Source: an optimization exercise on an open RTL-to-GDS flow (aim: small area, a short achievable clock period and few clock cycles per item). Production flows keep margins and buffers that such runs may drop.
RTL that was checked went through simulation tests only; none was proved equivalent to the original.
Power figures rest on the tool's default switching activity, not on a simulated workload.

Setup of red:
Design sig_16_hw, start of the top module:
module sig_16_hw #(parameter K=16,DWIDTH=32,EXPONENT_WIDTH=8, BIAS=8'd127)(input [DWIDTH-1:0] x_in,input clk,start,rst,output reg valid, output [DWIDTH-1:0] y_out);
Size in the first run: roughly 290 cells after synthesis, ~7 flip-flops, roughly 1500 µm² of cells after synthesis.
Settings: LEC_CHECK=0, ABC_AREA=1, CAP_MARGIN=20, CORE_MARGIN=2, CORE_UTILIZATION=40, CTS_BUF_LIST=sky130_fd_sc_hd__clkbuf_4, CTS_CLUSTER_DIAMETER=200, CTS_CLUSTER_SIZE=20, PLACE_DENSITY=0.6, SLEW_MARGIN=20; clock period 10.0 ns.
standard.sh (not shown) runs the stock make flow with config.mk's settings and CLKGATE_MAP_FILE= SYNTH_SCRIPT=/design/flow/synth_recipe.tcl, a recipe that flattens the netlist after the stock synthesis.
==> flow/flow/run.sh <==
#!/bin/bash
# The standard layout, with the smallest buffer on the ports instead of
# the delay buffer buffer_ports would pick by itself, and timing repair
# aiming at a shorter period than the clock's.
set -euo pipefail
export BUFFER_PORTS_ARGS="-buffer_cell sky130_fd_sc_hd__buf_1"
export SETUP_SLACK_MARGIN=6.3
bash standard.sh > standard.log 2>&1
Edits applied to the flow inputs when going from red to blue:
diff --git a/flow/flow/run.sh b/flow/flow/run.sh
--- a/flow/flow/run.sh
+++ b/flow/flow/run.sh
@@ -5,4 +5,4 @@
 set -euo pipefail
 export BUFFER_PORTS_ARGS="-buffer_cell sky130_fd_sc_hd__buf_1"
-export SETUP_SLACK_MARGIN=6.3
+export SETUP_SLACK_MARGIN=5.6
 bash standard.sh > standard.log 2>&1
- Between blue and red, the maximum clock path buffer count does not differ in any meaningful way.
- On internal power component, red loses to blue.
- Cmp blue vs red: fraction of area in non-clock buffers lower in blue
- Diff red -> blue | sequential share of layout area | increase of 0.76 points
- Compared with red, blue shows a area growth from synthesis to final layout that is 30 points lower.
- Per the comparison of blue with red, first-pass GRT wire length -4.6%, setup slack decreased by 250 ps relative to the old numbers, total wirelength of the detailed-routed design moved down, via count dropped about 12%, number of non-filler instances in the completed layout shrank by about 7%.
- blue: no failed stages, no open violations at the end
- In the flow results for red and blue, the final critical-path required period is larger on blue.
### blue -> green
diff --git a/flow/flow/run.sh b/flow/flow/run.sh
--- a/flow/flow/run.sh
+++ b/flow/flow/run.sh
@@ -5,4 +5,4 @@
 set -euo pipefail
 export BUFFER_PORTS_ARGS="-buffer_cell sky130_fd_sc_hd__buf_1"
-export SETUP_SLACK_MARGIN=5.6
+export SETUP_SLACK_MARGIN=5.8
 bash standard.sh > standard.log 2>&1
==> comparison <==
blue ended up with idx_q[2] as its worst setup path startpoint; green ended up with idx_q[3].
Share of power burned in the clock network was higher in the run labelled blue.
In green relative to blue, overall power of the completed layout had gone up slightly.
Diff blue -> green | number of gates on the worst path with buffers counted | increase of 1
Edits applied to the flow inputs when going from green to orange:
diff --git a/flow/flow/run.sh b/flow/flow/run.sh
--- a/flow/flow/run.sh
+++ b/flow/flow/run.sh
@@ -5,4 +5,4 @@
 set -euo pipefail
 export BUFFER_PORTS_ARGS="-buffer_cell sky130_fd_sc_hd__buf_1"
-export SETUP_SLACK_MARGIN=5.8
+export SETUP_SLACK_MARGIN=6.0
 bash standard.sh > standard.log 2>&1
[summary]
green → orange: wire length of the first global-routing pass picked up an extra 0.79%; wire length reported by the detailed router higher; total power increased by 0.0000021 W relative to the old numbers.
Function was not checked in any run of this note: the RTL went through the layout flow alone.

* * *

sig_16_hw, a different RTL version from the one above (not shown whole).
Size: roughly 300 cells after synthesis, roughly 68 I/O pins.
clock: 10.0 ns
lec_check: 0
abc_area: 1
cap_margin: 20
core_margin: 2
core_utilization: 40
cts_buf_list: sky130_fd_sc_hd__clkbuf_4
cts_cluster_diameter: 200
cts_cluster_size: 20
place_density: 0.6
slew_margin: 20
==> flow/flow/run.sh <==
#!/bin/bash
# The standard layout, with the smallest buffer on the ports instead of
# the delay buffer buffer_ports would pick by itself, and timing repair
# aiming at a shorter period than the clock's.
set -euo pipefail
export BUFFER_PORTS_ARGS="-buffer_cell sky130_fd_sc_hd__buf_1"
export SETUP_SLACK_MARGIN=6.0
bash standard.sh > standard.log 2>&1
Testbench counts at the start, summed over its fixed seeds: cycles 6,392, items 3,200.
Then changed:
--- a/flow/flow/run.sh
+++ b/flow/flow/run.sh
@@ -5,4 +5,4 @@
 set -euo pipefail
 export BUFFER_PORTS_ARGS="-buffer_cell sky130_fd_sc_hd__buf_1"
-export SETUP_SLACK_MARGIN=6.0
+export SETUP_SLACK_MARGIN=6.2
 bash standard.sh > standard.log 2>&1
PLACE_DENSITY = 0.75   (was 0.6)
The changed run completed with no timing, DRC or antenna violations.
Core utilization is higher by 2.4 points.
Via count is higher by 4.6%.
Routed wire length is higher by 6.3%.
Hold slack gets better by 0.022 ns.
Critical path depth is lower by 3.
Then changed:
--- a/flow/flow/run.sh
+++ b/flow/flow/run.sh
@@ -5,4 +5,4 @@
 set -euo pipefail
 export BUFFER_PORTS_ARGS="-buffer_cell sky130_fd_sc_hd__buf_1"
-export SETUP_SLACK_MARGIN=6.2
+export SETUP_SLACK_MARGIN=6.1
 bash standard.sh > standard.log 2>&1
PLACE_DENSITY = 0.6   (was 0.75)
Result: Wire length came out lower by a few percent; synthesized area does not change; via count came out lower by a few percent; global-route usage came out lower by 2.2 points; fmax came out lower slightly; clock-buffer cell count is unchanged; critical path depth came out higher by 3.
Then changed:
--- a/flow/flow/run.sh
+++ b/flow/flow/run.sh
@@ -5,4 +5,4 @@
 set -euo pipefail
 export BUFFER_PORTS_ARGS="-buffer_cell sky130_fd_sc_hd__buf_1"
-export SETUP_SLACK_MARGIN=6.1
+export SETUP_SLACK_MARGIN=6.0
 bash standard.sh > standard.log 2>&1
CTS_BUF_LIST = sky130_fd_sc_hd__clkbuf_8   (was sky130_fd_sc_hd__clkbuf_4)
=> The changed run finished clean; global-route usage falls by 0.18 points; die area stays the same; power came out higher by a few percent; setup slack is worse by 0.075 ns; design area hardly moves; synthesized area stays the same; cell count stays the same; synthesized cell count is unchanged.
Then changed:
--- a/flow/flow/run.sh
+++ b/flow/flow/run.sh
@@ -5,4 +5,4 @@
 set -euo pipefail
 export BUFFER_PORTS_ARGS="-buffer_cell sky130_fd_sc_hd__buf_1"
-export SETUP_SLACK_MARGIN=6.0
+export SETUP_SLACK_MARGIN=6.2
 bash standard.sh > standard.log 2>&1
CTS_BUF_LIST = sky130_fd_sc_hd__clkbuf_2   (was sky130_fd_sc_hd__clkbuf_8)
Outcome:
- The changed run finished with timing, DRC and antenna clean
- worst hold slack gets worse by 0.0041 ns
- clock-buffer cell count is higher by 1
- wire length came out higher by 1.7%
- sequential share of layout area climbs by 0.42 points
- maximum frequency went up by 5.1%
- utilization rises by 1.2 points
Then changed:
--- a/flow/flow/run.sh
+++ b/flow/flow/run.sh
@@ -5,4 +5,4 @@
 set -euo pipefail
 export BUFFER_PORTS_ARGS="-buffer_cell sky130_fd_sc_hd__buf_1"
-export SETUP_SLACK_MARGIN=6.2
+export SETUP_SLACK_MARGIN=6.3
 bash standard.sh > standard.log 2>&1
CTS_BUF_LIST = sky130_fd_sc_hd__clkbuf_4   (was sky130_fd_sc_hd__clkbuf_2)
=> Via count goes up by 0.44%. Wire length goes up by 1.2%. Final cell count stays flat. Non-clock buffer count goes down by 1. Combinational power goes up by 3.2%. Sequential power goes up by about 1%.

[re-timing with driven ports]
In the flow no input, the clock included, has a driving cell. The finished layouts below were timed again as built, in two steps.
Step 1 assumes that a clkbuf_16 drives the clock port and a buf_2 every other input.
Step 2 times the ports against the registers' clock, not the clock port: input delays grow and output delays shrink by t, the midpoint of the rising clock arrivals with the driver on.
a / b / c = no drivers / after step 1 / after step 2; a / b = the first two.
run | t, ns | slack for setup (ns) | worst setup path after step 2 | worst data-port slew with drivers (ns)
red | 0.263 | 6.041 / 6.025 / 6.288 | register to output | 0.03
blue | 0.262 | 5.791 / 5.776 / 6.038 | register to output | 0.03
green | 0.262 | 5.967 / 5.952 / 6.213 | register to output | 0.03
orange | 0.262 | 6.091 / 6.075 / 6.337 | register to output | 0.03
the first run of note 2 | 0.257 | 6.107 / 6.091 / 6.348 | register to output | 0.03
the second run of note 2 | 0.259 | 6.170 / 6.155 / 6.414 | register to output | 0.03
the third run of note 2 | 0.257 | 6.131 / 6.115 / 6.372 | register to output | 0.03
the fourth run of note 2 | 0.237 | 6.056 / 6.037 / 6.275 | register to output | 0.03
the fifth run of note 2 | 0.233 | 6.248 / 6.232 / 6.465 | register to output | 0.03
the sixth run of note 2 | 0.257 | 6.330 / 6.314 / 6.570 | register to output | 0.03
After both steps every run listed still meets setup and hold.
